From an optimization exercise on the open Yosys and OpenROAD flow, aimed at small area; shortcuts taken in it are not production practice. At most, simulation tests tie the RTL to the original design; equivalence was not proved. Only the layout flow was run in runs 1 and 2; the RTL was not checked for function there. No activity file was given, so power comes from the tool's default toggle rates.

$ cat design.v
`timescale 1ns / 1ps
module ms_carry #(parameter integer K = 9) (
    input  wire [15:0] L,
    input  wire [15:0] R,
    output wire        c_sum,    
    output wire        c_diff    
);
    wire [K:0] cs, cd;
    assign cs[0] = 1'b0;
    assign cd[0] = 1'b1;
    genvar i;
    generate
        for (i = 0; i < K; i = i + 1) begin : g_c
            assign cs[i+1] = (L[i] & R[i])  | (cs[i] & (L[i] | R[i]));
            assign cd[i+1] = (L[i] & ~R[i]) | (cd[i] & (L[i] | ~R[i]));
        end
    endgenerate
    assign c_sum  = cs[K];
    assign c_diff = cd[K];
endmodule
module mid_side_core #(parameter integer K = 9) (
    input  wire        clk,
    input  wire        ce,
    input  wire        enable,
    input  wire [15:0] L,
    input  wire [15:0] R,
    output reg  [15:0] L_q,
    output reg  [15:0] R_q,
    output reg         enc_q,
    output reg         cs_q,
    output reg         cd_q
);
    wire c_sum, c_diff;
    ms_carry #(.K(K)) u_carry (.L(L), .R(R), .c_sum(c_sum), .c_diff(c_diff));
    always @(posedge clk) begin
        if (ce) begin
            L_q   <= L;
            R_q   <= R;
            enc_q <= enable;
            cs_q  <= c_sum;
            cd_q  <= c_diff;
        end
    end
endmodule
`timescale 1ns / 1ps
module mid_side_inverse #(parameter integer K = 9) (
    input  wire        clk,
    input  wire        ce,
    input  wire        enc,
    input  wire        dec,
    input  wire [15:0] L,
    input  wire [15:0] R,
    input  wire        cs_k,
    input  wire        cd_k,
    output reg  [15:0] L_out,
    output reg  [15:0] R_out
);
    wire [16:0] L_ext = {L[15], L};
    wire [16:0] R_ext = {R[15], R};
    wire        p     = L[0] ^ R[0];
    wire        pe     = p & enc & dec;
    wire        use_r  = ~(enc & dec) & (enc | dec);
    wire [16:0] addend = ({17{use_r}} & R_ext) | {17{pe}};
    wire [16:0] nR     = ~R_ext;
    wire        cl_k   = (use_r & cs_k) | (pe & (|L[K-1:0]));
    wire [16:0] sum, diff;
    wire [17:0] cs, cd;
    genvar i;
    generate
        for (i = 0; i < 17; i = i + 1) begin : g_add
            if (i == 0) begin : g_c0
                assign cs[0] = 1'b0;
                assign cd[0] = 1'b1;
            end else if (i == K) begin : g_ck
                assign cs[K] = cl_k;
                assign cd[K] = cd_k;
            end else begin : g_cr
                assign cs[i] = (L_ext[i-1] & addend[i-1]) | (cs[i-1] & (L_ext[i-1] ^ addend[i-1]));
                assign cd[i] = (L_ext[i-1] & nR[i-1])     | (cd[i-1] & (L_ext[i-1] ^ nR[i-1]));
            end
            assign sum[i]  = L_ext[i] ^ addend[i] ^ cs[i];
            assign diff[i] = L_ext[i] ^ nR[i]     ^ cd[i];
        end
    endgenerate
    wire        ovl  = sum[16]  ^ sum[15];
    wire        ovr  = diff[16] ^ diff[15];
    wire [15:0] satl = {sum[16],  {15{~sum[16]}}};
    wire [15:0] satr = {diff[16], {15{~diff[16]}}};
    wire hold  = ~ce;
    wire l_shf = ce & ~dec &  enc;
    wire l_sum = ce & ~(~dec & enc) & ~ovl;
    wire l_sat = ce &  dec &  ovl;
    wire r_pas = ce & (dec == enc);
    wire r_shf = ce & ~dec &  enc;
    wire r_dif = ce &  dec & ~enc & ~ovr;
    wire r_sat = ce &  dec & ~enc &  ovr;
    always @(posedge clk) begin
        L_out <= ({16{hold}}  & L_out)      |
                 ({16{l_shf}} & sum[16:1])  | ({16{l_sum}} & sum[15:0]) |
                 ({16{l_sat}} & satl);
        R_out <= ({16{hold}}  & R_out)      | ({16{r_pas}} & R) |
                 ({16{r_shf}} & diff[16:1]) | ({16{r_dif}} & diff[15:0]) |
                 ({16{r_sat}} & satr);
    end
endmodule
`timescale 1ns / 1ps
module midside_axis_wrapper #
(
    parameter integer C_S_AXI_DATA_WIDTH = 32,
    parameter integer C_S_AXI_ADDR_WIDTH = 4,
    parameter integer C_AXIS_DATA_WIDTH  = 32
)
(
    input  wire aclk,
    input  wire aresetn,
    input  wire [C_S_AXI_ADDR_WIDTH-1:0]  s_axi_awaddr,
    input  wire [2:0]                     s_axi_awprot,
    input  wire                           s_axi_awvalid,
    output wire                           s_axi_awready,
    input  wire [C_S_AXI_DATA_WIDTH-1:0]  s_axi_wdata,
    input  wire [(C_S_AXI_DATA_WIDTH/8)-1:0] s_axi_wstrb,
    input  wire                           s_axi_wvalid,
    output wire                           s_axi_wready,
    output wire [1:0]                     s_axi_bresp,
    output wire                           s_axi_bvalid,
    input  wire                           s_axi_bready,
    input  wire [C_S_AXI_ADDR_WIDTH-1:0]  s_axi_araddr,
    input  wire [2:0]                     s_axi_arprot,
    input  wire                           s_axi_arvalid,
    output wire                           s_axi_arready,
    output wire [C_S_AXI_DATA_WIDTH-1:0]  s_axi_rdata,
    output wire [1:0]                     s_axi_rresp,
    output wire                           s_axi_rvalid,
    input  wire                           s_axi_rready,
    input  wire [C_AXIS_DATA_WIDTH-1:0] s_axis_tdata,
    input  wire                         s_axis_tvalid,
    output wire                         s_axis_tready,
    input  wire                         s_axis_tlast,
    output wire [C_AXIS_DATA_WIDTH-1:0] m_axis_tdata,
    output wire                         m_axis_tvalid,
    input  wire                         m_axis_tready,
    output wire                         m_axis_tlast
);
    reg [31:0] slv_reg0;      
    reg [31:0] slv_reg1;      
    reg        zero0, zero1;  
    reg        axi_awready;   
    reg        axi_bvalid;
    reg        axi_arready;
    reg        axi_rvalid;
    reg [31:0] axi_rdata;
    assign s_axi_awready = axi_awready;
    assign s_axi_wready  = axi_awready;
    assign s_axi_bresp   = 2'b00;
    assign s_axi_bvalid  = axi_bvalid;
    assign s_axi_arready = axi_arready;
    assign s_axi_rdata   = axi_rdata;
    assign s_axi_rresp   = 2'b00;
    assign s_axi_rvalid  = axi_rvalid;
    wire wren = axi_awready & s_axi_awvalid & s_axi_wvalid;
    wire we0  = wren & (s_axi_awaddr[3:2] == 2'd0);
    wire we1  = wren & (s_axi_awaddr[3:2] == 2'd1);
    wire rden = axi_arready & s_axi_arvalid;
    always @(posedge aclk) begin
        axi_awready <= aresetn & ~axi_awready & s_axi_awvalid & s_axi_wvalid;
        axi_bvalid  <= aresetn & (axi_bvalid ? ~s_axi_bready : wren);
        axi_arready <= aresetn & ~axi_arready & s_axi_arvalid;
        axi_rvalid  <= aresetn & (rden | (axi_rvalid & ~s_axi_rready));
        zero0       <= ~aresetn | (zero0 & ~we0);
        zero1       <= ~aresetn | (zero1 & ~we1);
    end
    always @(posedge aclk) begin
        if (we0) slv_reg0 <= s_axi_wdata;
        if (we1) slv_reg1 <= s_axi_wdata;
    end
    wire rsel0 = (s_axi_araddr[3:2] == 2'd0) & ~zero0;
    wire rsel1 = (s_axi_araddr[3:2] == 2'd1) & ~zero1;
    always @(posedge aclk)
        axi_rdata <= ({32{~rden}} & axi_rdata) |
                     ({32{rden & rsel0}} & slv_reg0) |
                     ({32{rden & rsel1}} & slv_reg1);
    wire enc = slv_reg0[0] & ~zero0;
    wire dec = slv_reg0[1] & ~zero0;
    reg v1, v2, l1, l2;
    wire ce = m_axis_tready | ~v2;
    assign s_axis_tready = ce;
    always @(posedge aclk) begin
        v1 <= aresetn & (ce ? s_axis_tvalid : v1);
        v2 <= aresetn & (ce ? v1 : v2);
        if (ce) begin
            l1 <= s_axis_tlast;
            l2 <= l1;
        end
    end
    wire [15:0] st1_L, st1_R;
    wire        st1_enc, st1_cs, st1_cd;
    wire [15:0] out_L, out_R;
    mid_side_core u_stage1 (
        .clk    (aclk),
        .ce     (ce),
        .enable (enc),
        .L      (s_axis_tdata[31:16]),
        .R      (s_axis_tdata[15:0]),
        .L_q    (st1_L),
        .R_q    (st1_R),
        .enc_q  (st1_enc),
        .cs_q   (st1_cs),
        .cd_q   (st1_cd)
    );
    mid_side_inverse u_stage2 (
        .clk    (aclk),
        .ce     (ce),
        .enc    (st1_enc),
        .dec    (dec),
        .L      (st1_L),
        .R      (st1_R),
        .cs_k   (st1_cs),
        .cd_k   (st1_cd),
        .L_out  (out_L),
        .R_out  (out_R)
    );
    assign m_axis_tdata  = {out_L, out_R};
    assign m_axis_tvalid = v2;
    assign m_axis_tlast  = l2;
endmodule
$ cat constraint.sdc
create_clock -name core_clock -period 5.0 [get_ports {aclk}]
set_input_delay 1.0000 -clock core_clock [delete_from_list [all_inputs] [get_ports {aclk}]]
set_output_delay 1.0000 -clock core_clock [all_outputs]
set_load 0.01 [all_outputs]
$ cat config.mk
export PLATFORM = sky130hd
export DESIGN_NAME = midside_axis_wrapper
export DESIGN_NICKNAME = midside_axis_wrapper
export VERILOG_FILES = /design/flow/design.v
export SDC_FILE = /design/flow/constraint.sdc
export NUM_CORES = 4
export LEC_CHECK = 0
export CAP_MARGIN = 20
export CORE_MARGIN = 2
export CORE_UTILIZATION = 40
export SLEW_MARGIN = 20
$ cat flow/run.sh
#!/bin/bash
set -euo pipefail
bash standard.sh \
  "BUFFER_PORTS_ARGS=-buffer_cell sky130_fd_sc_hd__buf_1" \
  "CTS_ARGS=-sink_clustering_enable -repair_clock_nets -dont_use_dummy_load -sink_clustering_size 50 -sink_clustering_max_diameter 120 -buf_list {sky130_fd_sc_hd__clkbuf_4 sky130_fd_sc_hd__clkbuf_8}" \
  finish > flow_make.log 2>&1
$ cat standard.sh
#!/bin/bash
# synth_recipe.tcl (not shown) runs the flow's synth.tcl, then flattens the netlist and writes it again
# the make line also repeats each setting of config.mk as NAME=value (left out here)
make -C /OpenROAD-flow-scripts/flow DESIGN_CONFIG=/design/flow/config.mk WORK_HOME=/design/flow/orfs CLKGATE_MAP_FILE= SYNTH_SCRIPT=/design/flow/synth_recipe.tcl "${@:-finish}"
==> results of run 1 <==
worst register-to-register path, delay by kind of cell, from the launching register on:
family                     cells  cell delay, ps
xor gates and xnor gates       1             190
buffers and inverters          2             250
and+or+nand+nor                3             550
AOI/OAI and AO/OA              3             580
adders and majority gates      7            2660
DFF                            1             410
where the power goes:
part	switching (W)	leakage (nW)	internal, W
combinational	0.000192	1.58	0.000148
sequential	0.0000411	1.56	0.00157
clock	0.000419	0.122	0.000301
metrics by stage:
step	area, um2	power (W)	cells	setup slack (ps)	hold WS [ps]
6_report	8310	0.00268	928	219	437
5_1_grt	8310	0.00281	928	-1.88	453
4_1_cts	8230	0.00270	925	109	445
3_5_place_dp	7990	0.00197	908	-363	427
3_3_place_gp	7990	0.00196	908	-164	406
2_1_floorplan	7040	0.00183	535	5.21	400
timing repair:
item	CTS	global route
hold buffers	0	0
buffers inserted	0	2
setup endpoints to repair	12	15
gates resized for setup	2	8
pin swaps	0	4
cells by family after synthesis:
| logic type | count (synthesis) |
|---|---|
| buffers and inverters | 97 |
| flip-flops | 173 |
| AND/OR/NAND/NOR | 108 |
| AO/OA/AOI/OAI | 108 |
| XOR/XNOR | 7 |
| multiplexers | 1 |
| other | 1 |
| adder cells (fa/ha/maj) | 37 |
layout by cell type, fill, tap and decap left out, types with 4 or more instances in the layout:
| master | instances |
|---|---|
| a21boi_1 | 4 |
| xnor2_1 | 6 |
| conb_1 | 4 |
| o21ai_0 | 12 |
| nor3_1 | 16 |
| nor2_1 | 6 |
| nand2_1 | 42 |
| fa_1 | 27 |
| a222oi_1 | 32 |
| inv_1 | 62 |
| buf_4 | 31 |
| o21ai_1 | 7 |
| nand3_1 | 16 |
| edfxtp_1 | 101 |
| nand2b_1 | 5 |
| nor2b_1 | 5 |
| maj3_1 | 4 |
| buf_1 | 149 |
| a221oi_1 | 25 |
| clkbuf_8 | 17 |
| a21oi_1 | 6 |
| dfxtp_1 | 72 |
sequential cells by signal (all words and copies together) (netlist names), 16 cells and up:
| register | count |
|---|---|
| axi_rdata | 32 |
| slv_reg0 | 32 |
| slv_reg1 | 32 |
| u_stage1.L_q | 16 |
| u_stage1.R_q | 16 |
| u_stage2.L_out | 16 |
| u_stage2.R_out | 16 |
cell type report:
| type | count | share of cell area |
|---|---|---|
| flip-flops and latches | 173 | 0.538 |
| multi-input cells | 265 | 0.272 |
| inverters | 66 | 0.0299 |
| clock buffers | 17 | 0.0281 |
| diodes | 1 | 0.000301 |
| well taps | 225 | 0.0339 |
| repair buffers | 181 | 0.0977 |
worst min-delay path by stage:
stage | to | depth (start not counted) | startpoint
floorplan | l2$_DFFE_PN_ | 0 | l1$_DFFE_PN_
global placement | l2$_DFFE_PN_ | 0 | l1$_DFFE_PN_
detailed placement | l2$_DFFE_PN_ | 0 | l1$_DFFE_PN_
CTS | l2$_DFFE_PN_ | 0 | l1$_DFFE_PN_
global route | l2$_DFFE_PN_ | 0 | l1$_DFFE_PN_
finish | l2$_DFFE_PN_ | 0 | l1$_DFFE_PN_
layer usage:
layer / routed length [um] / vias up
met2: 8230 / 156
met1: 6790 / 2410
met5: 0 / -
met3: 964 / 16
met4: 323 / 0
li1: - / 2292
==> summary.md, run 1 <==
| Metric | Value |
|---|---|
| Post-synthesis compound-gate area fraction | `0.124` |
| Port Buffer Count | `149` |
| Initial antenna violation count | `1` |
| Largest net degree at the start of global routing | `51` |
| Final Hold Vio Count | `0` |
| CP startpoint | `u_stage1.L_q[7]$_DFFE_PN_` |
| Final Setup Violations | `0` |
| Most Used Layer, Global Route | `met2` |
| Mean Syn Cell Area | `13.2 um2` |
| Finished Core Util | `0.482` |
| Largest delay contributor family on the critical path | `adder cells` |
| Mux contribution to synthesized area | `0.00142` |
| CP cell instances | `nor4_2, a31oi_1, a21o_1, fa_1, fa_1, fa_1, fa_1, fa_1, inv_1, fa_1, fa_2, xnor2_4, nor3_4, buf_12, a221oi_1, nand2_1` |
| Ys async rst share | `0` |
| Setup_tns | `0 ps` |
| Reg2Reg Setup Slack | `220 ps` |
| Synth unique cells | `51` |
| Most frequent CP cell | `fa_1` |
| Seq cells post-synth | `173` |
| Yosys top cell area share | `0.432` |
| Reg area | `4470 um2` |
| GRT met2 Usage | `0.300` |
| Maximum VDD drop | `179 uV` |
| Post-DR vias/cell | `5.25` |
| Max FO, Critical Path | `12` |
| Ys flop type | `edfxtp_1` |
| Synth Area in Simple Gates | `0.0785` |
| Total track usage | `0.178` |
| Core area | `17200 um2` |
| Share of post-route cells with drive strength above 1 | `0.0997` |
| Post-synth EDFFs | `101` |
| DRC Markers | `0` |
| CTS tree | `yes` |
| Fmax | `209 MHz` |
| R2R cell count | `16` |
| Max_cap viols | `0` |
| Max-slew headroom | `0.602` |
| CP endpoint | `u_stage2.L_out[12]$_DFF_P_` |
| Count leader, synth | `edfxtp_1` |
| Met1 Resource Use GR | `0.219` |
| Placer Congestion | `0.867` |
| Multi-input gate area | `2260 um2` |
| Vias in the first global route | `4862` |
| Measured slew at the worst slew-check pin | `597 ps` |
| Hold/Removal Path Class | `reg -> reg` |
| Crit share post-route | `0.956` |
| Sequential area share after synthesis | `0.637` |
| CP Class | `reg -> reg` |
| Filler cell count | `1589` |
| Lkg Pwr | `3.26 nW` |
| Drt pass-1 iters | `7` |
| Pins Over Slew Limit | `0` |
| First-pass GRT wire length | `25100 um` |
| 1st-iter DRT viols | `403` |
| Reg clk slew, reported paths | `70 ps` |
| CTS sink cnt | `173` |
| Cell Area, Synth | `7030 um2` |
| H-Tree Depth | `4` |
| DR vias | `4874` |
| Top Ports | `168` |
| Synth Area in Adders | `0.0940` |
| Die H | `137 um` |
| Status | `timing/DRC/antenna clean` |
| Worst-Skew Late Latency | `460 ps` |
| Cells after Synth | `532` |
| Average wire per standard cell | `17.6 um` |
| Yosys warning count | `3` |
| Arr. time, crit path | `5080 ps` |
| WP depth | `16` |
| Clock Path Buffers | `2` |
| Largest family of logic cells by synthesized area | `compound AO/OA/AOI/OAI gates` |
| Cell Rows | `48` |
| Cell Pwr Density | `322 nW/um2` |
| Worst Setup Start Kind | `register` |
| CP endpoint kind | `register` |
| Nets | `827` |
| Most frequent cells after synthesis | `edfxtp_1 (101), dfxtp_1 (72), inv_1 (62), nand2_1 (42), a222oi_1 (32)` |
| Area growth syn-to-layout | `18.3%` |
| CP max-delay cell | `fa_2` |
| Hpwl dp | `11400 um` |
| Detail Route Antenna Nets | `0` |
| Post-synth top area cell | `edfxtp_1` |
| R2R Path End | `u_stage2.L_out[12]$_DFF_P_` |
| Top cells by area, synth | `edfxtp_1 (43%), dfxtp_1 (21%), fa_1 (8.0%)` |
| Die area | `18600 um2` |
| GRT met3 Usage | `0.0470` |
| Critical Path RT | `5300 ps` |
| Skew final | `42.3 ps` |
| Root Driver | `clkbuf_8` |
| Fin crit period | `4780 ps` |
| WL final | `16300 um` |
| Post-Synth XOR/XNOR Area | `0.00873` |
| Inserted Clock Buffers | `17` |
| Initial core utilization | `0.408` |
| Die span in x | `137 um` |
| GRT overflow | `0` |
| R2R Path Start | `u_stage1.L_q[7]$_DFFE_PN_` |
| WP buf/inv | `2` |
| Crit-path max cell delay | `490 ps` |
==> inputs of run 2 (changes only) <==
--- a/design.v
+++ b/design.v
@@ -3,6 +3,7 @@
     input  wire [15:0] L,
     input  wire [15:0] R,
     output wire        c_sum,    
+    output wire        c_dec,    
     output wire        c_diff    
 );
     wire [K:0] cs, cd;
@@ -16,6 +17,7 @@
         end
     endgenerate
     assign c_sum  = cs[K];
+    assign c_dec  = (L[0] ^ R[0]) & (|L[K-1:0]);
     assign c_diff = cd[K];
 endmodule
 module mid_side_core #(parameter integer K = 9) (
@@ -27,17 +29,19 @@
     output reg  [15:0] L_q,
     output reg  [15:0] R_q,
     output reg         enc_q,
-    output reg         cs_q,
+    output reg         cl0_q,    
+    output reg         cl1_q,    
     output reg         cd_q
 );
-    wire c_sum, c_diff;
-    ms_carry #(.K(K)) u_carry (.L(L), .R(R), .c_sum(c_sum), .c_diff(c_diff));
+    wire c_sum, c_dec, c_diff;
+    ms_carry #(.K(K)) u_carry (.L(L), .R(R), .c_sum(c_sum), .c_dec(c_dec), .c_diff(c_diff));
     always @(posedge clk) begin
         if (ce) begin
             L_q   <= L;
             R_q   <= R;
             enc_q <= enable;
-            cs_q  <= c_sum;
+            cl0_q <= enable & c_sum;
+            cl1_q <= enable ? c_dec : c_sum;
             cd_q  <= c_diff;
         end
     end
@@ -50,7 +54,8 @@
     input  wire        dec,
     input  wire [15:0] L,
     input  wire [15:0] R,
-    input  wire        cs_k,
+    input  wire        cl0_k,
+    input  wire        cl1_k,
     input  wire        cd_k,
     output reg  [15:0] L_out,
     output reg  [15:0] R_out
@@ -62,7 +67,7 @@
     wire        use_r  = ~(enc & dec) & (enc | dec);
     wire [16:0] addend = ({17{use_r}} & R_ext) | {17{pe}};
     wire [16:0] nR     = ~R_ext;
-    wire        cl_k   = (use_r & cs_k) | (pe & (|L[K-1:0]));
+    wire        cl_k   = dec ? cl1_k : cl0_k;
     wire [16:0] sum, diff;
     wire [17:0] cs, cd;
     genvar i;
@@ -82,10 +87,10 @@
             assign diff[i] = L_ext[i] ^ nR[i]     ^ cd[i];
         end
     endgenerate
-    wire        ovl  = sum[16]  ^ sum[15];
-    wire        ovr  = diff[16] ^ diff[15];
-    wire [15:0] satl = {sum[16],  {15{~sum[16]}}};
-    wire [15:0] satr = {diff[16], {15{~diff[16]}}};
+    wire        ovl  = (L[15] ~^ addend[15]) & (cs[15] ^ L[15]);
+    wire        ovr  = (L[15] ~^ nR[15])     & (cd[15] ^ L[15]);
+    wire [15:0] satl = {L[15], {15{~L[15]}}};
+    wire [15:0] satr = {L[15], {15{~L[15]}}};
     wire hold  = ~ce;
     wire l_shf = ce & ~dec &  enc;
     wire l_sum = ce & ~(~dec & enc) & ~ovl;
@@ -193,7 +198,7 @@
         end
     end
     wire [15:0] st1_L, st1_R;
-    wire        st1_enc, st1_cs, st1_cd;
+    wire        st1_enc, st1_cl0, st1_cl1, st1_cd;
     wire [15:0] out_L, out_R;
     mid_side_core u_stage1 (
         .clk    (aclk),
@@ -204,7 +209,8 @@
         .L_q    (st1_L),
         .R_q    (st1_R),
         .enc_q  (st1_enc),
-        .cs_q   (st1_cs),
+        .cl0_q  (st1_cl0),
+        .cl1_q  (st1_cl1),
         .cd_q   (st1_cd)
     );
     mid_side_inverse u_stage2 (
@@ -214,7 +220,8 @@
         .dec    (dec),
         .L      (st1_L),
         .R      (st1_R),
-        .cs_k   (st1_cs),
+        .cl0_k  (st1_cl0),
+        .cl1_k  (st1_cl1),
         .cd_k   (st1_cd),
         .L_out  (out_L),
         .R_out  (out_R)
==> flow/run.sh (replaced) <==
#!/bin/bash
set -euo pipefail
bash standard.sh \
  "BUFFER_PORTS_ARGS=-buffer_cell sky130_fd_sc_hd__buf_1" \
  "CTS_ARGS=-sink_clustering_enable -repair_clock_nets -dont_use_dummy_load -buf_list {sky130_fd_sc_hd__clkbuf_4 sky130_fd_sc_hd__clkbuf_8}" \
  finish > flow_make.log 2>&1
==> run 2 against run 1 <==
  * Synthesized cell count up 6.2%
  * Clock power up 0.7%
  * Sequential power about the same
  * Critical path type unchanged
  * Largest cell class unchanged
  * Largest power group unchanged
  * Highest routed layer unchanged
==> summary.md, run 2 <==
| Metric | Value |
|---|---|
| Status | `timing/DRC/antenna clean` |
| Root Driver | `clkbuf_8` |
| Top cells by area, synth | `edfxtp_1 (42%), dfxtp_1 (20%), fa_1 (7.7%)` |
| Core area | `17900 um2 (+3.9%)` |
| Hpwl dp | `11800 um (+2.8%)` |
| Clock Path Buffers | `2 (unchanged)` |
| Lkg Pwr | `3.27 nW (+0.13%)` |
| Fin crit period | `4740 ps (-43.8 ps)` |
| Setup_tns | `0 ps (unchanged)` |
| CTS sink cnt | `174 (+0.58%)` |
| CP endpoint kind | `register` |
| Vias in the first global route | `5290 (+8.8%)` |
| Most frequent cells in the layout | `buf_1 (149), edfxtp_1 (102), dfxtp_1 (72), inv_1 (70), nand2_1 (58)` |
| Post-route insts no fill | `945 (+1.8%)` |
| Mean Syn Cell Area | `12.9 um2 (-2.7%)` |
| Yosys top cell area share | `0.422 (-0.00992)` |
| Seq cells post-synth | `174 (+0.58%)` |
| Skew final | `37.3 ps (-5.04 ps)` |
| Antenna cells | `0 (-1)` |
| Post-DR vias/cell | `5.25 (about the same)` |
| GRT overflow | `0 (unchanged)` |
| Inserted Clock Buffers | `17 (unchanged)` |
| Hold slack | `440 ps (+3.07 ps)` |
| Maximum VDD drop | `168 uV (-6.1%)` |
| Post-synth EDFFs | `102 (+0.99%)` |
| Detail Route Antenna Nets | `0 (unchanged)` |
| Port Buffer Count | `149 (unchanged)` |
| Top Ports | `168 (unchanged)` |
| Multi-input gate area | `2350 um2 (+3.9%)` |
| Average wire per standard cell | `17.2 um (-2.1%)` |
| Sequential area share after synthesis | `0.620 (-0.0166)` |
| Worst Setup Start Kind | `register` |
| Reg clk slew, reported paths | `80 ps (about the same)` |
| Arr. time, crit path | `5040 ps (-40 ps)` |
| Die area | `19300 um2 (+3.3%)` |
| WL final | `16300 um (-0.28%)` |
| Critical Path RT | `5300 ps (about the same)` |
| Most frequent cells after synthesis | `edfxtp_1 (102), dfxtp_1 (72), inv_1 (70), nand2_1 (58), a222oi_1 (31)` |
| Crit share post-route | `0.947 (-0.00875)` |
| Reg2Reg Setup Slack | `260 ps (+40 ps)` |
| Total track usage | `0.173 (-0.00455)` |
| Pins Over Slew Limit | `0 (unchanged)` |
| Drt pass-1 iters | `6 (-1)` |
| Share of post-route cells with drive strength above 1 | `0.0698 (-0.0299)` |
| Commonest non-fill, non-tap cell in the layout | `buf_1` |
| Nets | `845 (+2.2%)` |
| Worst-Skew Late Latency | `450 ps (about the same)` |
| Final Instance Area | `8310 um2 (about the same)` |
| Reg area | `4500 um2 (+0.67%)` |
| H-Tree Depth | `4 (unchanged)` |
| Top Registers | `axi_rdata: 32 flops, slv_reg0: 32 flops, slv_reg1: 32 flops` |
| Initial antenna violation count | `0 (-1)` |
| Fmax | `211 MHz (+0.92%)` |
| Cell Area, Placed | `8070 um2 (+1.0%)` |
| Final worst setup slack | `263 ps (+43.8 ps)` |
| Die span in x | `139 um (+1.6%)` |
| RSZ-0062 raised after global routing | `false` |
| Measured slew at the worst slew-check pin | `784 ps (+188 ps)` |
| Setup Fix Bufs, Post-CTS | `0 (unchanged)` |
| Count leader, synth | `edfxtp_1` |
| CP Class | `reg -> reg` |
| Cells after Synth | `565 (+6.2%)` |
| Max FO, Critical Path | `17 (+5)` |
| Dpl ws | `248 ps (+610 ps)` |
| Filler cell count | `1680 (+5.7%)` |
| Synth unique cells | `57 (+12%)` |
| Ys flop type | `edfxtp_1` |
| Initial core utilization | `0.406 (-0.00195)` |
| CTS tree | `yes` |
| Hold/Removal Path Class | `reg -> reg` |
| Cell Rows | `49 (+2.1%)` |
| DR vias | `4961 (+1.8%)` |
| Placer Congestion | `0.814 (-6.1%)` |
| Die H | `139 um (+1.6%)` |
| DRC Markers | `0 (unchanged)` |
| Max-slew headroom | `0.474 (-0.128)` |
| First-pass GRT wire length | `26400 um (+5.4%)` |
| Yosys warning count | `3 (unchanged)` |
| Area growth syn-to-layout | `14.4%` |
| Final Setup Violations | `0 (unchanged)` |
| Post-synth top area cell | `edfxtp_1` |
| Largest net degree at the start of global routing | `50 (-2.0%)` |
| Final Hold Vio Count | `0 (unchanged)` |
| 1st-iter DRT viols | `358 (-11%)` |
| Cell Area, Synth | `7260 um2 (+3.4%)` |
| Cells after DPL | `928 (+2.2%)` |
| Max_cap viols | `0 (unchanged)` |
| Ys async rst share | `0 (unchanged)` |
| Cell Pwr Density | `319 nW/um2 (-0.95%)` |
-- run 2: final cells by class --
type                       instances  share of cell area
tap                              229              0.0345
timing repair buffer             162              0.0791
sequential                       174               0.542
multi-input combinational        291               0.283
clock buffer                      17              0.0282
inverter                          72              0.0331
-- run 2: where the power goes --
part	switching, W	total, W	internal [W]
sequential	0.0000418	0.00162	0.00158
combinational	0.000178	0.000300	0.000122
clock	0.000425	0.000725	0.000300
total	0.000644	0.00265	0.00200
-- run 2: final timing paths --
path,startpoint,to,cells past startpoint
hold reg to reg,l1$_DFFE_PN_,l2$_DFFE_PN_,0
hold / removal,l1$_DFFE_PN_,l2$_DFFE_PN_,0
setup / recovery,zero0$_DFF_P_,u_stage2.L_out[7]$_DFF_P_,17
setup reg to reg,zero0$_DFF_P_,u_stage2.L_out[7]$_DFF_P_,17
-- run 2: kinds of logic (layout without fill, tap and decap cells) --
logic type,Yosys count,in the layout,share of synthesized area
DFF,174,174,0.620
adders and majority gates,36,36,0.0906
and+or+nand+nor,135,135,0.0956
xor gates and xnor gates,5,5,0.00603
buffers and inverters,103,251,0.0624
other,1,4,0.000516
muxes,1,1,0.00138
AOI/OAI and AO/OA,110,110,0.123
-- run 2: through the flow --
step           power [W]   util
6_report         0.00265  0.464
2_1_floorplan    0.00184      -
3_5_place_dp     0.00196  0.451
4_1_cts          0.00268  0.464
3_3_place_gp     0.00195  0.451
5_1_grt          0.00278  0.464
-- run 2: layer usage --
metal	wire length [um]	part of all wire	global-route usage	vias to the layer above
met2	8280	0.51	0.304	155
met1	6490	0.40	0.196	2426
met5	0	0	0	-
met4	242	0.015	0.0564	0
met3	1240	0.076	0.0663	19
li1	-	-	-	2361
-- run 2: timing repair --
| action | 4_1_cts | 5_1_grt |
|---|---|---|
| endpoints found under the setup margin | 0 | 5 |
| hold buffers | 0 | 0 |
| gates resized for setup | 0 | 1 |
-- run 2: critical path, stage by stage (launching register included) --
cell and delay (ps):
dfxtp_1 370, nor2b_4 200, inv_4 40, ha_1 300, buf_4 220, o21ai_0 120
ha_1 200, fa_1 390, fa_1 410, fa_1 390, fa_1 390, fa_1 390
fa_1 360, inv_1 70, fa_1 170, xor2_1 190, xnor2_1 200, o221ai_1 170
==> inputs of run 3 (changes only) <==
--- a/design.v
+++ b/design.v
@@ -47,6 +47,43 @@
     end
 endmodule
 `timescale 1ns / 1ps
+module ms_fa (
+    input  wire a,
+    input  wire b,
+    input  wire ci,
+    output wire s,
+    output wire co
+);
+    assign s  = a ^ b ^ ci;
+    assign co = (a & b) | (ci & (a ^ b));
+endmodule
+module ms_addend (
+    input  wire use_r,
+    input  wire r,
+    input  wire ones,
+    output wire a
+);
+    assign a = (use_r & r) | ones;
+endmodule
+module ms_lsel (
+    input  wire hold, input wire q,
+    input  wire shf,  input wire s_hi,
+    input  wire sum,  input wire s_lo,
+    input  wire satc,
+    output wire d
+);
+    assign d = (hold & q) | (shf & s_hi) | (sum & s_lo) | satc;
+endmodule
+module ms_rsel (
+    input  wire hold, input wire q,
+    input  wire pas,  input wire r,
+    input  wire shf,  input wire d_hi,
+    input  wire dif,  input wire d_lo,
+    input  wire satc,
+    output wire d
+);
+    assign d = (hold & q) | (pas & r) | (shf & d_hi) | (dif & d_lo) | satc;
+endmodule
 module mid_side_inverse #(parameter integer K = 9) (
     input  wire        clk,
     input  wire        ce,
@@ -60,52 +97,63 @@
     output reg  [15:0] L_out,
     output reg  [15:0] R_out
 );
-    wire [16:0] L_ext = {L[15], L};
-    wire [16:0] R_ext = {R[15], R};
-    wire        p     = L[0] ^ R[0];
+    wire        p      = L[0] ^ R[0];
     wire        pe     = p & enc & dec;
     wire        use_r  = ~(enc & dec) & (enc | dec);
-    wire [16:0] addend = ({17{use_r}} & R_ext) | {17{pe}};
-    wire [16:0] nR     = ~R_ext;
-    wire        cl_k   = dec ? cl1_k : cl0_k;
-    wire [16:0] sum, diff;
-    wire [17:0] cs, cd;
+    wire [15:0] addend;
+    wire [15:0] nR     = ~R;
+    wire [15:0] cs, cd;
+    wire [15:0] sum, diff;
+    wire        cs16, cd16;
+    assign sum[0]  = L[0] ^ addend[0];
+    assign cs[1]   = L[0] & addend[0];
+    assign diff[0] = L[0] ^ R[0];
+    assign cd[1]   = L[0] | nR[0];
+    assign cs[K]   = dec ? cl1_k : cl0_k;
+    assign cd[K]   = cd_k;
     genvar i;
     generate
-        for (i = 0; i < 17; i = i + 1) begin : g_add
-            if (i == 0) begin : g_c0
-                assign cs[0] = 1'b0;
-                assign cd[0] = 1'b1;
-            end else if (i == K) begin : g_ck
-                assign cs[K] = cl_k;
-                assign cd[K] = cd_k;
-            end else begin : g_cr
-                assign cs[i] = (L_ext[i-1] & addend[i-1]) | (cs[i-1] & (L_ext[i-1] ^ addend[i-1]));
-                assign cd[i] = (L_ext[i-1] & nR[i-1])     | (cd[i-1] & (L_ext[i-1] ^ nR[i-1]));
+        for (i = 0; i < 16; i = i + 1) begin : g_opd
+            ms_addend u_a (.use_r(use_r), .r(R[i]), .ones(pe), .a(addend[i]));
+        end
+        for (i = 1; i < 16; i = i + 1) begin : g_add
+            wire cso, cdo;
+            ms_fa u_fs (.a(L[i]), .b(addend[i]), .ci(cs[i]), .s(sum[i]),  .co(cso));
+            ms_fa u_fd (.a(L[i]), .b(nR[i]),     .ci(cd[i]), .s(diff[i]), .co(cdo));
+            if (i + 1 < 16 && i + 1 != K) begin : g_c
+                assign cs[i+1] = cso;
+                assign cd[i+1] = cdo;
             end
-            assign sum[i]  = L_ext[i] ^ addend[i] ^ cs[i];
-            assign diff[i] = L_ext[i] ^ nR[i]     ^ cd[i];
-        end
-    endgenerate
-    wire        ovl  = (L[15] ~^ addend[15]) & (cs[15] ^ L[15]);
-    wire        ovr  = (L[15] ~^ nR[15])     & (cd[15] ^ L[15]);
-    wire [15:0] satl = {L[15], {15{~L[15]}}};
-    wire [15:0] satr = {L[15], {15{~L[15]}}};
+        end
+    endgenerate
+    wire sum16  = (L[15] & addend[15]) | ((L[15] | addend[15]) & sum[15]);
+    wire diff16 = (L[15] & nR[15])     | ((L[15] | nR[15])     & diff[15]);
+    wire ovl = (L[15] ~^ addend[15]) & (cs[15] ^ L[15]);
+    wire ovr = (L[15] ~^ nR[15])     & (cd[15] ^ L[15]);
     wire hold  = ~ce;
-    wire l_shf = ce & ~dec &  enc;
+    wire l_shf = ce & ~dec & enc;
     wire l_sum = ce & ~(~dec & enc) & ~ovl;
-    wire l_sat = ce &  dec &  ovl;
+    wire l_sat = ce & dec & ovl;
     wire r_pas = ce & (dec == enc);
-    wire r_shf = ce & ~dec &  enc;
-    wire r_dif = ce &  dec & ~enc & ~ovr;
-    wire r_sat = ce &  dec & ~enc &  ovr;
+    wire r_shf = ce & ~dec & enc;
+    wire r_dif = ce & dec & ~enc & ~ovr;
+    wire r_sat = ce & dec & ~enc & ovr;
+    wire [16:0] sum_x  = {sum16, sum};
+    wire [16:0] diff_x = {diff16, diff};
+    wire [15:0] l_d, r_d;
+    generate
+        for (i = 0; i < 16; i = i + 1) begin : g_out
+            ms_lsel u_l (.hold(hold), .q(L_out[i]), .shf(l_shf), .s_hi(sum_x[i+1]),
+                         .sum(l_sum), .s_lo(sum[i]),
+                         .satc(l_sat & (i == 15 ? L[15] : ~L[15])), .d(l_d[i]));
+            ms_rsel u_r (.hold(hold), .q(R_out[i]), .pas(r_pas), .r(R[i]),
+                         .shf(r_shf), .d_hi(diff_x[i+1]), .dif(r_dif), .d_lo(diff[i]),
+                         .satc(r_sat & (i == 15 ? L[15] : ~L[15])), .d(r_d[i]));
+        end
+    endgenerate
     always @(posedge clk) begin
-        L_out <= ({16{hold}}  & L_out)      |
-                 ({16{l_shf}} & sum[16:1])  | ({16{l_sum}} & sum[15:0]) |
-                 ({16{l_sat}} & satl);
-        R_out <= ({16{hold}}  & R_out)      | ({16{r_pas}} & R) |
-                 ({16{r_shf}} & diff[16:1]) | ({16{r_dif}} & diff[15:0]) |
-                 ({16{r_sat}} & satr);
+        L_out <= l_d;
+        R_out <= r_d;
     end
 endmodule
 `timescale 1ns / 1ps
@@ -180,10 +228,17 @@
     end
     wire rsel0 = (s_axi_araddr[3:2] == 2'd0) & ~zero0;
     wire rsel1 = (s_axi_araddr[3:2] == 2'd1) & ~zero1;
+    wire [31:0] rdata_d;
+    genvar gi;
+    generate
+        for (gi = 0; gi < 32; gi = gi + 1) begin : g_rd
+            ms_rdbit u_rd (.hold(~rden), .q(axi_rdata[gi]),
+                           .s0(rden & rsel0), .r0(slv_reg0[gi]),
+                           .s1(rden & rsel1), .r1(slv_reg1[gi]), .d(rdata_d[gi]));
+        end
+    endgenerate
     always @(posedge aclk)
-        axi_rdata <= ({32{~rden}} & axi_rdata) |
-                     ({32{rden & rsel0}} & slv_reg0) |
-                     ({32{rden & rsel1}} & slv_reg1);
+        axi_rdata <= rdata_d;
     wire enc = slv_reg0[0] & ~zero0;
     wire dec = slv_reg0[1] & ~zero0;
     reg v1, v2, l1, l2;
@@ -230,3 +285,11 @@
     assign m_axis_tvalid = v2;
     assign m_axis_tlast  = l2;
 endmodule
+module ms_rdbit (
+    input  wire hold, input wire q,
+    input  wire s0,   input wire r0,
+    input  wire s1,   input wire r1,
+    output wire d
+);
+    assign d = (hold & q) | (s0 & r0) | (s1 & r1);
+endmodule
==> flow/run.sh (replaced) <==
#!/bin/bash
set -euo pipefail
bash standard.sh \
  "BUFFER_PORTS_ARGS=-buffer_cell sky130_fd_sc_hd__buf_1" \
  "CTS_ARGS=-sink_clustering_enable -repair_clock_nets -dont_use_dummy_load -sink_clustering_size 30 -sink_clustering_max_diameter 100 -buf_list {sky130_fd_sc_hd__clkbuf_16}" \
  finish > flow_make.log 2>&1
--- a/config.mk
+++ b/config.mk
@@ -9,3 +9,4 @@
 export CORE_MARGIN = 2
 export CORE_UTILIZATION = 40
 export SLEW_MARGIN = 20
+export SYNTH_HIERARCHICAL = 1
==> run 3 against run 2 <==
  * Critical path depth is 2 lower
  * Flip-flop and latch count stayed put
  * Largest power group unchanged
  * Count of clock-buffer cells in the layout is the same
  * Still clean on timing, DRC and antenna
  * Critical endpoint is now u_stage2.L_out[8]$_DFF_P_
  * Routed wire length shrank 5.1%
==> summary.md, run 3 <==
| Metric | Value |
|---|---|
| CTS sink cnt | `174 (unchanged)` |
| Inserted Clock Buffers | `17 (unchanged)` |
| Nets | `817 (-3.3%)` |
| Max-slew headroom | `0.274 (-0.201)` |
| Top cells by area, synth | `edfxtp_1 (44%), dfxtp_1 (20%), fa_1 (8.5%)` |
| Largest net degree at the start of global routing | `35 (-30%)` |
| CP startpoint | `u_stage1.R_q[0]$_DFFE_PP_` |
| Post-synth EDFFs | `102 (unchanged)` |
| Lkg Pwr | `3.55 nW (+8.8%)` |
| Cell Rows | `48 (-2.0%)` |
| Post-route insts no fill | `909 (-3.8%)` |
| Die span in x | `137 um (-1.5%)` |
| Share of post-route cells with drive strength above 1 | `0.0863 (+0.0164)` |
| Seq cells post-synth | `174 (unchanged)` |
| Port Buffer Count | `149 (unchanged)` |
| Setup_tns | `0 ps (unchanged)` |
| Cell Area, Synth | `7040 um2 (-3.1%)` |
| GRT overflow | `0 (unchanged)` |
| Critical Path RT | `5290 ps (about the same)` |
| Cell Pwr Density | `350 nW/um2 (+9.9%)` |
| Most frequent cells after synthesis | `edfxtp_1 (102), dfxtp_1 (72), inv_1 (68), a222oi_1 (48), nand2_1 (38)` |
| CTS tree | `yes` |
| Average wire per standard cell | `17.0 um (-1.4%)` |
| Maximum VDD drop | `245 uV (+46%)` |
| Measured slew at the worst slew-check pin | `1090 ps (+305 ps)` |
| Most frequent cells in the layout | `buf_1 (149), edfxtp_1 (102), dfxtp_1 (72), inv_1 (68), a222oi_1 (48)` |
| Design Power | `0.00297 W (+12%)` |
| Hpwl dp | `11200 um (-4.7%)` |
| Max_cap viols | `0 (unchanged)` |
| Count leader, synth | `edfxtp_1` |
| Reg clk slew, reported paths | `60 ps (-20 ps)` |
| Root Driver | `clkbuf_16` |
| Status | `timing/DRC/antenna clean` |
| Post-DR vias/cell | `5.28 (+0.48%)` |
| Die area | `18700 um2 (-3.0%)` |
| Hold/Removal Path Class | `reg -> reg` |
| Area growth syn-to-layout | `20.3%` |
| Mean Syn Cell Area | `14.0 um2 (+8.7%)` |
| Sequential area share after synthesis | `0.640 (+0.0196)` |
| CP max-delay cell | `fa_1` |
| Worst Setup Start Kind | `register` |
| WL final | `15400 um (-5.1%)` |
| Hold buffer count at CTS | `0 (unchanged)` |
| Fmax | `207 MHz (-2.1%)` |
| Crit-path max cell delay | `480 ps (+70 ps)` |
| DR vias | `4795 (-3.3%)` |
| Clock Path Buffers | `2 (unchanged)` |
| Ys async rst share | `0 (unchanged)` |
| Max FO, Critical Path | `5 (-12)` |
| Core area | `17200 um2 (-3.7%)` |
| Arr. time, crit path | `5130 ps (+90 ps)` |
| Top Registers | `axi_rdata: 32 flops, slv_reg0: 32 flops, slv_reg1: 32 flops` |
| Commonest non-fill, non-tap cell in the layout | `buf_1` |
| Final Hold Vio Count | `0 (unchanged)` |
| 1st-iter DRT viols | `325 (-9.2%)` |
| Post-synth top area cell | `edfxtp_1` |
| CP Class | `reg -> reg` |
| Die H | `137 um (-1.5%)` |
| WP buf/inv | `1 (-2)` |
| Initial core utilization | `0.408 (+0.00275)` |
| Detail Route Antenna Nets | `0 (unchanged)` |
| Synth unique cells | `46 (-19%)` |
| Yosys top cell area share | `0.435 (+0.0133)` |
| RSZ-0062 raised after global routing | `false` |
| Pins Over Slew Limit | `0 (unchanged)` |
| DRC Markers | `0 (unchanged)` |
| Worst-Skew Late Latency | `430 ps (-20 ps)` |
| Crit share post-route | `0.968 (+0.0204)` |
| Hold slack | `432 ps (-8.00 ps)` |
| Total track usage | `0.172 (-0.00120)` |
| Fin crit period | `4840 ps (+102 ps)` |
| Ys flop type | `edfxtp_1` |
| R2R Path Start | `u_stage1.R_q[0]$_DFFE_PP_` |
| Worst hold start | `l1$_DFFE_PN_` |
| H-Tree Depth | `4 (unchanged)` |
| Drt pass-1 iters | `6 (unchanged)` |
| Placer Congestion | `0.815 (about the same)` |
| Top Ports | `168 (unchanged)` |
| Final Setup Violations | `0 (unchanged)` |
| Cells after Synth | `504 (-11%)` |
| Vias in the first global route | `4896 (-7.4%)` |
| First-pass GRT wire length | `24400 um (-7.8%)` |
| CP cell instances | `ha_1, inv_1, and3_2, a21o_1, ha_1, fa_1, fa_1, fa_1, fa_2, fa_2, fa_2, fa_1, fa_1, a22oi_1, nand2_1` |
| Skew final | `24.2 ps (-13.1 ps)` |
| CP endpoint kind | `register` |
| Yosys warning count | `9 (+6)` |
| Initial antenna violation count | `0 (unchanged)` |
| Antenna cells | `0 (unchanged)` |
| Largest delay contributor family on the critical path | `adder cells` |
| Most frequent CP cell | `fa_1` |
| Cells after DPL | `892 (-3.9%)` |
## run 3: cell count changes after synthesis, sizes merged, moves of 9 or more
cell    previous run  this run
nor3              17         1
nand2             59        39
buf               22         5
a22oi              6        20
o21ai             18         5
a221oi            12         0
nand3             16         1
a222oi            31        48
nand4             10         0
a21oi             14        33
a21o               0        18
clkbuf             9         0
## run 3: stage by stage
step | util | setup WS (ps) | area, um2
floorplan | - | 108 | 7060
CTS | 0.490 | 31.8 | 8450
global route | 0.491 | 6.50 | 8470
global placement | 0.465 | 101 | 8020
detailed placement | 0.465 | 50.7 | 8020
finish | 0.491 | 161 | 8470
## run 3: where the power goes
group	switching [W]	internal (W)	total (W)
Sequential	0.0000438	0.00159	0.00163
Clock	0.000453	0.000589	0.00104
Combinational	0.000171	0.000122	0.000293
Total	0.000668	0.00230	0.00297
## run 3: worst paths after layout
path	endpoint	slack [ps]	cells past startpoint
setup / recovery	u_stage2.L_out[8]$_DFF_P_	160	15
hold / removal	l2$_DFFE_PN_	430	0
setup reg to reg	u_stage2.L_out[8]$_DFF_P_	160	15
hold reg to reg	l2$_DFFE_PN_	430	0
## run 3: worst reg2reg max path, stage by stage, from the launching register on
cell      delay (ps)
edfxtp_1         410
ha_1             290
inv_1             40
and3_2           240
a21o_1           170
ha_1             190
fa_1             400
fa_1             400
fa_1             400
fa_2             360
fa_2             350
fa_2             340
fa_1             380
fa_1             480
a22oi_1          190
nand2_1           70
## run 3: routing by layer
metal  GRT usage  share of wire
met1       0.195           0.40
met2       0.292           0.50
met3      0.0648          0.082
met4      0.0723          0.020
met5           0              0
## run 3: layout make-up
type	instances	area [um2]
Fill cell	1553	8770
Sequential cell	174	4500
Multi-Input combinational cell	259	2320
Timing Repair Buffer	165	679
Clock buffer	17	425
Tap cell	225	282
Inverter	69	259
## run 3: logic make-up after synthesis
| kind of cell | count (synthesis) | share of synthesized area |
|---|---|---|
| AOI/OAI and AO/OA | 139 | 0.152 |
| xor gates and xnor gates | 2 | 0.00249 |
| adders and majority gates | 41 | 0.104 |
| buffers and inverters | 74 | 0.0421 |
| DFF | 174 | 0.640 |
| muxes | 4 | 0.00657 |
| other | 1 | 0.000533 |
| and+or+nand+nor | 69 | 0.0515 |
## run 3: Yosys stat by module, one instance, submodules excluded, a selection
module | flip-flops and latches | cell area (um2)
ms_rdbit | 0 | 13.8
midside_axis_wrapper | 106 | 3000
ms_lsel | 0 | 16.3
mid_side_core | 36 | 1100
mid_side_inverse | 32 | 957
ms_rsel | 0 | 18.8
ms_fa | 0 | 20.0
ms_addend | 0 | 7.51
## run 3: what timing repair did
item / in CTS / in global routing
buffers inserted: 0 / 0
setup endpoints to repair: 0 / 16
hold endpoints to repair: 0 / 0
resized for setup: 0 / 7
==> inputs of run 4 (changes only) <==
==> flow/run.sh (replaced) <==
#!/bin/bash
set -euo pipefail
bash standard.sh \
  "BUFFER_PORTS_ARGS=-buffer_cell sky130_fd_sc_hd__buf_1" \
  "CTS_ARGS=-sink_clustering_enable -repair_clock_nets -dont_use_dummy_load -buf_list {sky130_fd_sc_hd__clkbuf_4 sky130_fd_sc_hd__clkbuf_8}" \
  finish > flow_make.log 2>&1
--- a/config.mk
+++ b/config.mk
@@ -7,6 +7,6 @@
 export LEC_CHECK = 0
 export CAP_MARGIN = 20
 export CORE_MARGIN = 2
-export CORE_UTILIZATION = 40
+export CORE_UTILIZATION = 70
 export SLEW_MARGIN = 20
 export SYNTH_HIERARCHICAL = 1
==> run 4 against run 3 <==
  * Flip-flop and latch count unchanged
  * Critical path depth did not move
  * Clock power shrank 32%
  * First-iteration DRC count grew 74%
  * Cell count down 10%
  * Non-clock buffer count unchanged
  * Core utilization rose by 34 points
  * Sequential share of layout area rose by 2.0 points
  * Power is 11% lower
  * Critical path type unchanged
  * Largest power group unchanged
==> summary.md, run 4 <==
| Metric | Value |
|---|---|
| Initial core utilization | `0.720 (+0.312)` |
| Cells after Synth | `504 (unchanged)` |
| Root Driver | `clkbuf_8` |
| Largest net degree at the start of global routing | `42 (+20%)` |
| Post-route insts no fill | `817 (-10%)` |
| Port Buffer Count | `149 (unchanged)` |
| Largest delay contributor family on the critical path | `adder cells` |
| Die area | `10900 um2 (-42%)` |
| Reg clk slew, reported paths | `80 ps (+20 ps)` |
| WP depth | `15 (unchanged)` |
| Yosys warning count | `9 (unchanged)` |
| Inserted Clock Buffers | `17 (unchanged)` |
| WP buf/inv | `2 (+1)` |
| Average wire per standard cell | `18.3 um (+7.6%)` |
| CP cell instances | `ha_1, inv_1, and3_1, buf_4, a21o_1, fa_1, fa_1, fa_1, fa_1, fa_1, fa_2, fa_1, a21o_1, a22oi_1, nand2_1` |
| Yosys top cell area share | `0.435 (unchanged)` |
| Status | `timing/DRC/antenna clean` |
| Top Registers | `axi_rdata: 32 flops, slv_reg0: 32 flops, slv_reg1: 32 flops` |
| Count leader, synth | `edfxtp_1` |
| WL final | `14900 um (-3.3%)` |
| Measured slew at the worst slew-check pin | `968 ps (-122 ps)` |
| Area growth syn-to-layout | `15.9%` |
| Most frequent cells after synthesis | `edfxtp_1 (102), dfxtp_1 (72), inv_1 (68), a222oi_1 (48), nand2_1 (38)` |
| Placer Congestion | `0.906 (+11%)` |
| Cell Pwr Density | `322 nW/um2 (-8.0%)` |
| DR vias | `4953 (+3.3%)` |
| CTS tree | `yes` |
| CTS sink cnt | `174 (unchanged)` |
| Skew final | `26.8 ps (+2.63 ps)` |
| H-Tree Depth | `4 (unchanged)` |
| Max FO, Critical Path | `11 (+6)` |
| Lkg Pwr | `3.46 nW (-2.6%)` |
| CP endpoint kind | `register` |
| Share of post-route cells with drive strength above 1 | `0.0848 (-0.00146)` |
| Post-synth EDFFs | `102 (unchanged)` |
| Hpwl dp | `10200 um (-9.3%)` |
| CP Class | `reg -> reg` |
| Top cells by area, synth | `edfxtp_1 (44%), dfxtp_1 (20%), fa_1 (8.5%)` |
| Commonest non-fill, non-tap cell in the layout | `buf_1` |
| Post-synth top area cell | `edfxtp_1` |
| First-pass GRT wire length | `23900 um (-2.1%)` |
| Ys async rst share | `0 (unchanged)` |
| Core area | `9770 um2 (-43%)` |
| Crit-path max cell delay | `490 ps (about the same)` |
| Fin crit period | `4860 ps (+23.6 ps)` |
| Synth unique cells | `46 (unchanged)` |
| Filler cell count | `573 (-63%)` |
| R2R Path End | `u_stage2.L_out[15]$_DFF_P_` |
| Antenna cells | `0 (unchanged)` |
| Cell Rows | `36 (-25%)` |
| DRC Markers | `0 (unchanged)` |
| Sequential area share after synthesis | `0.640 (unchanged)` |
| CP max-delay cell | `fa_1` |
| Most frequent cells in the layout | `buf_1 (149), edfxtp_1 (102), dfxtp_1 (72), inv_1 (67), a222oi_1 (48)` |
| Seq cells post-synth | `174 (unchanged)` |
| Most frequent CP cell | `fa_1` |
| Pins Over Slew Limit | `0 (unchanged)` |
| Max-slew headroom | `0.351 (+0.0771)` |
| R2R cell count | `15 (unchanged)` |
| Crit share post-route | `0.973 (+0.00472)` |
| R2R Path Start | `u_stage1.R_q[0]$_DFFE_PP_` |
| Vias in the first global route | `4974 (+1.6%)` |
| Mean Syn Cell Area | `14.0 um2 (unchanged)` |
| Ys flop type | `edfxtp_1` |
| Maximum VDD drop | `382 uV (+56%)` |
| GRT overflow | `0 (unchanged)` |
| Detail Route Antenna Nets | `0 (unchanged)` |
| Die H | `104 um (-24%)` |
| Die span in x | `104 um (-24%)` |
| Hold/Removal Path Class | `reg -> reg` |
| Worst-Skew Late Latency | `460 ps (+30 ps)` |
| Reg2Reg Setup Slack | `140 ps (-20 ps)` |
| CP startpoint | `u_stage1.R_q[0]$_DFFE_PP_` |
| Cell Area, Synth | `7040 um2 (unchanged)` |
| Top Ports | `168 (unchanged)` |
| RSZ-0062 raised after global routing | `false` |
| Final Hold Vio Count | `0 (unchanged)` |
| Max_cap viols | `0 (unchanged)` |
| Final Setup Violations | `0 (unchanged)` |
| CP endpoint | `u_stage2.L_out[15]$_DFF_P_` |
| Drt pass-1 iters | `5 (-1)` |
| Initial antenna violation count | `0 (unchanged)` |
| Critical Path RT | `5330 ps (+40 ps)` |
| Post-DR vias/cell | `6.06 (+15%)` |
| Clock Path Buffers | `2 (unchanged)` |
| Setup_tns | `0 ps (unchanged)` |
| Total track usage | `0.287 (+0.115)` |
| Worst Setup Start Kind | `register` |
| Nets | `817 (unchanged)` |
| Cells after DPL | `798 (-11%)` |
| Arr. time, crit path | `5200 ps (+70 ps)` |
| Fmax | `206 MHz (-0.49%)` |
| 1st-iter DRT viols | `565 (+74%)` |
## run 4: worst min-delay path by stage
| stage | start | endpoint | cells past startpoint |
|---|---|---|---|
| after floorplan | l1$_DFFE_PN_ | l2$_DFFE_PN_ | 0 |
| after global placement | l1$_DFFE_PN_ | l2$_DFFE_PN_ | 0 |
| after detailed placement | l1$_DFFE_PN_ | l2$_DFFE_PN_ | 0 |
| after CTS | l1$_DFFE_PN_ | l2$_DFFE_PN_ | 0 |
| after global routing | l1$_DFFE_PN_ | l2$_DFFE_PN_ | 0 |
| final | l1$_DFFE_PN_ | l2$_DFFE_PN_ | 0 |
## run 4: area by class of cell
cell class | instances | area (um2) | area share
tap | 133 | 166 | 0.0204
multi-input combinational | 259 | 2310 | 0.284
clock buffer | 17 | 234 | 0.0287
inverter | 69 | 259 | 0.0317
sequential | 174 | 4500 | 0.552
timing repair buffer | 165 | 683 | 0.0837
## run 4: per-module statistics from Yosys, one instance, submodules excluded, a selection
module | times used | area (um2) | flops+latches | cells
mid_side_core | 1 | 1100 | 36 | 38
mid_side_inverse | 1 | 957 | 32 | 83
midside_axis_wrapper | 1 | 3000 | 106 | 137
ms_addend | 16 | 7.51 | 0 | 1
ms_fa | 30 | 20.0 | 0 | 1
ms_lsel | 16 | 16.3 | 0 | 3
ms_rdbit | 32 | 13.8 | 0 | 2
ms_rsel | 16 | 18.8 | 0 | 3
## run 4: timing repair
item,in CTS,in global routing
resized for setup,0,6
setup buffers,0,2
setup endpoints to repair,0,16
endpoints found under the hold margin,0,0
hold buffers,0,0
## run 4: per-layer routing
metal / share of wire / track usage / vias to the layer above
met4: 0.028 / 0.137 / 0
met2: 0.52 / 0.489 / 284
li1: - / - / 2260
met1: 0.36 / 0.331 / 2371
met5: 0 / 0 / -
met3: 0.086 / 0.0877 / 38
## run 4: cell families after synthesis
logic type      Yosys count  share of synthesized area
buf+inv                  74                     0.0421
xor+xnor                  2                    0.00249
simple gates             69                     0.0515
compound gates          139                      0.152
flops                   174                      0.640
mux                       4                    0.00657
fa+ha+maj                41                      0.104
other cells               1                   0.000533
## run 4: report_power, final
| group | internal (W) | switching [W] |
|---|---|---|
| Clock | 0.000300 | 0.000406 |
| Combinational | 0.000124 | 0.000172 |
| Sequential | 0.00158 | 0.0000445 |
## run 4: through the flow
| step | area, um2 | power (W) | setup slack, ps | util | hold slack (ps) |
|---|---|---|---|---|---|
| global placement | 7890 | 0.00193 | 144 | 0.807 | 401 |
| finish | 8160 | 0.00263 | 137 | 0.835 | 432 |
| floorplan | 7060 | 0.00183 | 108 | - | 400 |
| global route | 8160 | 0.00274 | 28.0 | 0.835 | 435 |
| CTS | 8130 | 0.00264 | 28.7 | 0.831 | 434 |
| detailed placement | 7890 | 0.00195 | 82.3 | 0.807 | 418 |
==> inputs of run 5 (changes only) <==
--- a/config.mk
+++ b/config.mk
@@ -7,6 +7,6 @@
 export LEC_CHECK = 0
 export CAP_MARGIN = 20
 export CORE_MARGIN = 2
-export CORE_UTILIZATION = 70
+export CORE_UTILIZATION = 40
 export SLEW_MARGIN = 20
 export SYNTH_HIERARCHICAL = 1
==> run 5 against run 4 <==
  * Clock skew is 1.4 ps higher
  * Count of clock-buffer cells in the layout stayed put
  * Via count is 2.8% lower
  * Register-to-register slack hardly changed
  * Global-route usage is 12 points lower
  * Sequential share of layout area is 0.77 points lower
  * Routed wire length is 3.2% higher
  * Sequential power hardly changed
  * Design area is 1.4% higher
  * Critical path depth stayed put
  * Maximum frequency is 0.25% higher
  * Synthesized cell count stayed put
  * Largest cell class unchanged
==> summary.md, run 5 <==
| Metric | Value |
|---|---|
| Status | `timing/DRC/antenna clean` |
| Detail Route Antenna Nets | `0 (unchanged)` |
| DRC Markers | `0 (unchanged)` |
| Max-slew headroom | `0.227 (-0.123)` |
| Max_cap viols | `0 (unchanged)` |
| CP Class | `reg -> reg` |
| Hold Path Depth | `0 (unchanged)` |
| Synth Area in Simple Gates | `0.0515 (unchanged)` |
| Post-synthesis compound-gate area fraction | `0.152 (unchanged)` |
| Inserted Clock Buffers | `17 (unchanged)` |
| Skew final | `28.3 ps (+1.42 ps)` |
| Cell Area, Placed | `8020 um2 (+1.6%)` |
| DR vias | `4815 (-2.8%)` |
| Root Driver | `clkbuf_8` |
| Post-DR vias/cell | `5.30 (-13%)` |
| Ys async rst share | `0 (unchanged)` |
| Cell Area, Synth | `7040 um2 (unchanged)` |
| H-Tree Depth | `4 (unchanged)` |
| Cell Rows | `48 (+33%)` |
| Final Setup Violations | `0 (unchanged)` |
| Reg2Reg Setup Slack | `150 ps (about the same)` |
| Yosys top cell area share | `0.435 (unchanged)` |
| Die H | `137 um (+31%)` |
| GRT overflow | `0 (unchanged)` |
| Count leader, synth | `edfxtp_1` |
| Worst-Skew Late Latency | `450 ps (about the same)` |
| Top Registers | `axi_rdata: 32 flops, slv_reg0: 32 flops, slv_reg1: 32 flops` |
| Register share of total power | `0.618 (about the same)` |
| Initial core utilization | `0.408 (-0.312)` |
| Ys flop type | `edfxtp_1` |
| Total track usage | `0.171 (-0.116)` |
| Max FO, Critical Path | `5 (-6)` |
| Hold/Removal Path Class | `reg -> reg` |
| Lkg Pwr | `3.47 nW (+0.13%)` |
| CTS tree | `yes` |
| Arr. time, crit path | `5160 ps (-40 ps)` |
| Most frequent cells after synthesis | `edfxtp_1 (102), dfxtp_1 (72), inv_1 (68), a222oi_1 (48), nand2_1 (38)` |
| Die span in x | `137 um (+31%)` |
| Critical Path RT | `5310 ps (-20 ps)` |
| Final Hold Vio Count | `0 (unchanged)` |
| NetSw | `0.000627 W (+0.67%)` |
| Top Ports | `168 (unchanged)` |
| Hold slack | `436 ps (+3.77 ps)` |
| Seq cells post-synth | `174 (unchanged)` |
| Clock Path Buffers | `2 (unchanged)` |
| Largest net degree at the start of global routing | `35 (-17%)` |
| Port Buffer Count | `149 (unchanged)` |
| Cells after Synth | `504 (unchanged)` |
| Die area | `18700 um2 (+72%)` |
| Commonest non-fill, non-tap cell in the layout | `buf_1` |
| WL final | `15400 um (+3.2%)` |
| Post-synth top area cell | `edfxtp_1` |
| Cell Pwr Density | `318 nW/um2 (-1.3%)` |
| Worst hold start | `l1$_DFFE_PN_` |
| Initial antenna violation count | `0 (unchanged)` |
| RSZ-0062 raised after global routing | `true` |
| Logic pwr share | `0.112 (about the same)` |
| Area growth syn-to-layout | `17.6%` |
| Mean Syn Cell Area | `14.0 um2 (unchanged)` |
| Average wire per standard cell | `16.9 um (-7.2%)` |
| Drt pass-1 iters | `5 (unchanged)` |
| Mux contribution to synthesized area | `0.00658 (unchanged)` |
| Final Instance Area | `8280 um2 (+1.4%)` |
| CP endpoint kind | `register` |
| Vias in the first global route | `4865 (-2.2%)` |
| R2R Path End | `u_stage2.L_out[8]$_DFF_P_` |
| First-pass GRT wire length | `24200 um (+1.4%)` |
| Fin crit period | `4850 ps (-12.1 ps)` |
| Clock share of power | `0.270 (+0.002)` |
| Hpwl dp | `11200 um (+10%)` |
| R2R cell count | `15 (unchanged)` |
| Post-synth EDFFs | `102 (unchanged)` |
| Pins Over Slew Limit | `0 (unchanged)` |
| Synth unique cells | `46 (unchanged)` |
| Synth Area in Adders | `0.104 (unchanged)` |
| Measured slew at the worst slew-check pin | `1150 ps (+187 ps)` |
| Yosys warning count | `9 (unchanged)` |
| Top cells by area, synth | `edfxtp_1 (44%), dfxtp_1 (20%), fa_1 (8.5%)` |
| Sw frac | `0.238 (+0.00128)` |
| 1st-iter DRT viols | `390 (-31%)` |
| Antenna cells | `0 (unchanged)` |
| P_int | `0.00201 W (about the same)` |
| Nets | `817 (unchanged)` |
| Fmax | `206 MHz (+0.25%)` |
| Worst Setup Start Kind | `register` |
| Endpoint, Worst Hold | `l2$_DFFE_PN_` |
| Largest family of logic cells by synthesized area | `compound AO/OA/AOI/OAI gates` |
| Reg clk slew, reported paths | `80 ps (about the same)` |
| Maximum VDD drop | `223 uV (-42%)` |
| Sequential area share after synthesis | `0.640 (unchanged)` |
| R2R Path Start | `u_stage1.R_q[0]$_DFFE_PP_` |
| CTS sink cnt | `174 (unchanged)` |
| Crit share post-route | `0.970 (-0.00242)` |
| Most frequent cells in the layout | `buf_1 (149), edfxtp_1 (102), dfxtp_1 (72), inv_1 (68), a222oi_1 (48)` |
| Core area | `17200 um2 (+76%)` |
| Share of post-route cells with drive strength above 1 | `0.0848 (unchanged)` |
| Hold buffer count at CTS | `0 (unchanged)` |
| Post-Synth XOR/XNOR Area | `0.00249 (unchanged)` |
| Placer Congestion | `0.815 (-10%)` |
run 5: final cells by class:
class                           count  area (um2)
Inverter                           69         259
Tap cell                          225         282
Multi-Input combinational cell    259        2310
Sequential cell                   174        4500
Clock buffer                       17         234
Fill cell                        1571        8960
Timing Repair Buffer              165         683
run 5: metrics by stage:
stage	setup TNS [ps]	total power, W	cells	setup slack, ps	utilization
6_report	0	0.00263	909	149	0.480
4_1_cts	0	0.00267	909	24.3	0.479
5_1_grt	-5.03	0.00275	909	-5.03	0.480
2_1_floorplan	0	0.00183	507	108	-
3_3_place_gp	0	0.00194	892	101	0.465
3_5_place_dp	0	0.00195	892	50.7	0.465
run 5: Yosys stat by module, one instance, submodules excluded, a selection:
| module | flip-flops and latches | cell area [um2] | copies in the design |
|---|---|---|---|
| mid_side_inverse | 32 | 957 | 1 |
| ms_rsel | 0 | 18.8 | 16 |
| ms_addend | 0 | 7.51 | 16 |
| ms_rdbit | 0 | 13.8 | 32 |
| midside_axis_wrapper | 106 | 3000 | 1 |
| ms_fa | 0 | 20.0 | 30 |
| mid_side_core | 36 | 1100 | 1 |
| ms_lsel | 0 | 16.3 | 16 |
run 5: worst max path at each step:
| stage | endpoint | slack [ps] | cells past startpoint | start |
|---|---|---|---|---|
| floorplan | u_stage2.L_out[8]$_DFF_P_ | 110 | 16 | slv_reg0[1]$_DFFE_PP_ |
| global placement | u_stage2.L_out[8]$_DFF_P_ | 100 | 16 | slv_reg0[1]$_DFFE_PP_ |
| detailed placement | u_stage2.L_out[8]$_DFF_P_ | 50 | 15 | u_stage1.R_q[0]$_DFFE_PP_ |
| CTS | u_stage2.L_out[8]$_DFF_P_ | 20 | 15 | u_stage1.R_q[0]$_DFFE_PP_ |
| global route | u_stage2.L_out[8]$_DFF_P_ | -5 | 15 | u_stage1.R_q[0]$_DFFE_PP_ |
| finish | u_stage2.L_out[8]$_DFF_P_ | 150 | 15 | u_stage1.R_q[0]$_DFFE_PP_ |
run 5: cells by family (layout without fill, tap and decap cells):
kind of cell / count (synthesis) / count (layout)
compound gates: 139 / 139
xor+xnor: 2 / 2
fa+ha+maj: 41 / 41
buf+inv: 74 / 251
flops: 174 / 174
mux: 4 / 4
other cells: 1 / 4
simple gates: 69 / 69
run 5: worst max-delay path, cell delays in order, from the launching register on:
cell and delay, ps:
edfxtp_1 420, ha_1 290, inv_1 50, and3_2 240
a21o_1 170, ha_1 190, fa_1 390, fa_1 400
fa_1 400, fa_2 360, fa_2 350, fa_2 340
fa_1 380, fa_1 480, a22oi_1 190, nand2_1 70
run 5: power groups by stage:
stage / clock (W) / sequential [W] / combinational, W
after floorplan: 0 / 0.00167 / 0.000153
final: 0.000711 / 0.00163 / 0.000294
after detailed placement: 0 / 0.00166 / 0.000290
after global placement: 0 / 0.00166 / 0.000281
after global routing: 0.000786 / 0.00164 / 0.000330
after CTS: 0.000747 / 0.00163 / 0.000292
run 5: what timing repair did:
action,4_1_cts,5_1_grt
hold endpoints to repair,0,0
endpoints found under the setup margin,0,16
resized for setup,0,8
buffers inserted,0,0
run 5: per-layer routing:
metal | up-vias | global-route usage | share of wire
met5 | - | 0 | 0
met4 | 0 | 0.0712 | 0.021
met3 | 27 | 0.0659 | 0.090
met2 | 181 | 0.291 | 0.49
met1 | 2344 | 0.192 | 0.40
li1 | 2263 | - | -

## port drivers added, routing unchanged
The flow's constraints put no driver on any port. The routed layouts listed below were extracted and timed again, unchanged, in two steps. Step 1 sets driving cells, clkbuf_16 on the clock port and buf_2 on the other inputs (assumed; they add their load-dependent delay and slew). Step 2 times the ports against the registers' clock, not the clock port: input delays grow and output delays shrink by t, the midpoint of the rising clock arrivals with the driver on. Slacks: ideal ports / drivers / drivers and shift; pairs: ideal ports / drivers.
run	t, ns	slack for setup (ns)	worst setup path at the end
run 1	0.476	0.219 / 0.219 / 0.219	register to register
run 2	0.479	0.263 / 0.263 / 0.263	register to register
run 3	0.452	0.161 / 0.161 / 0.161	register to register
run 4	0.478	0.137 / 0.137 / 0.137	register to register
run 5	0.471	0.149 / 0.149 / 0.149	register to register
After both steps setup and hold are still met in every run listed.
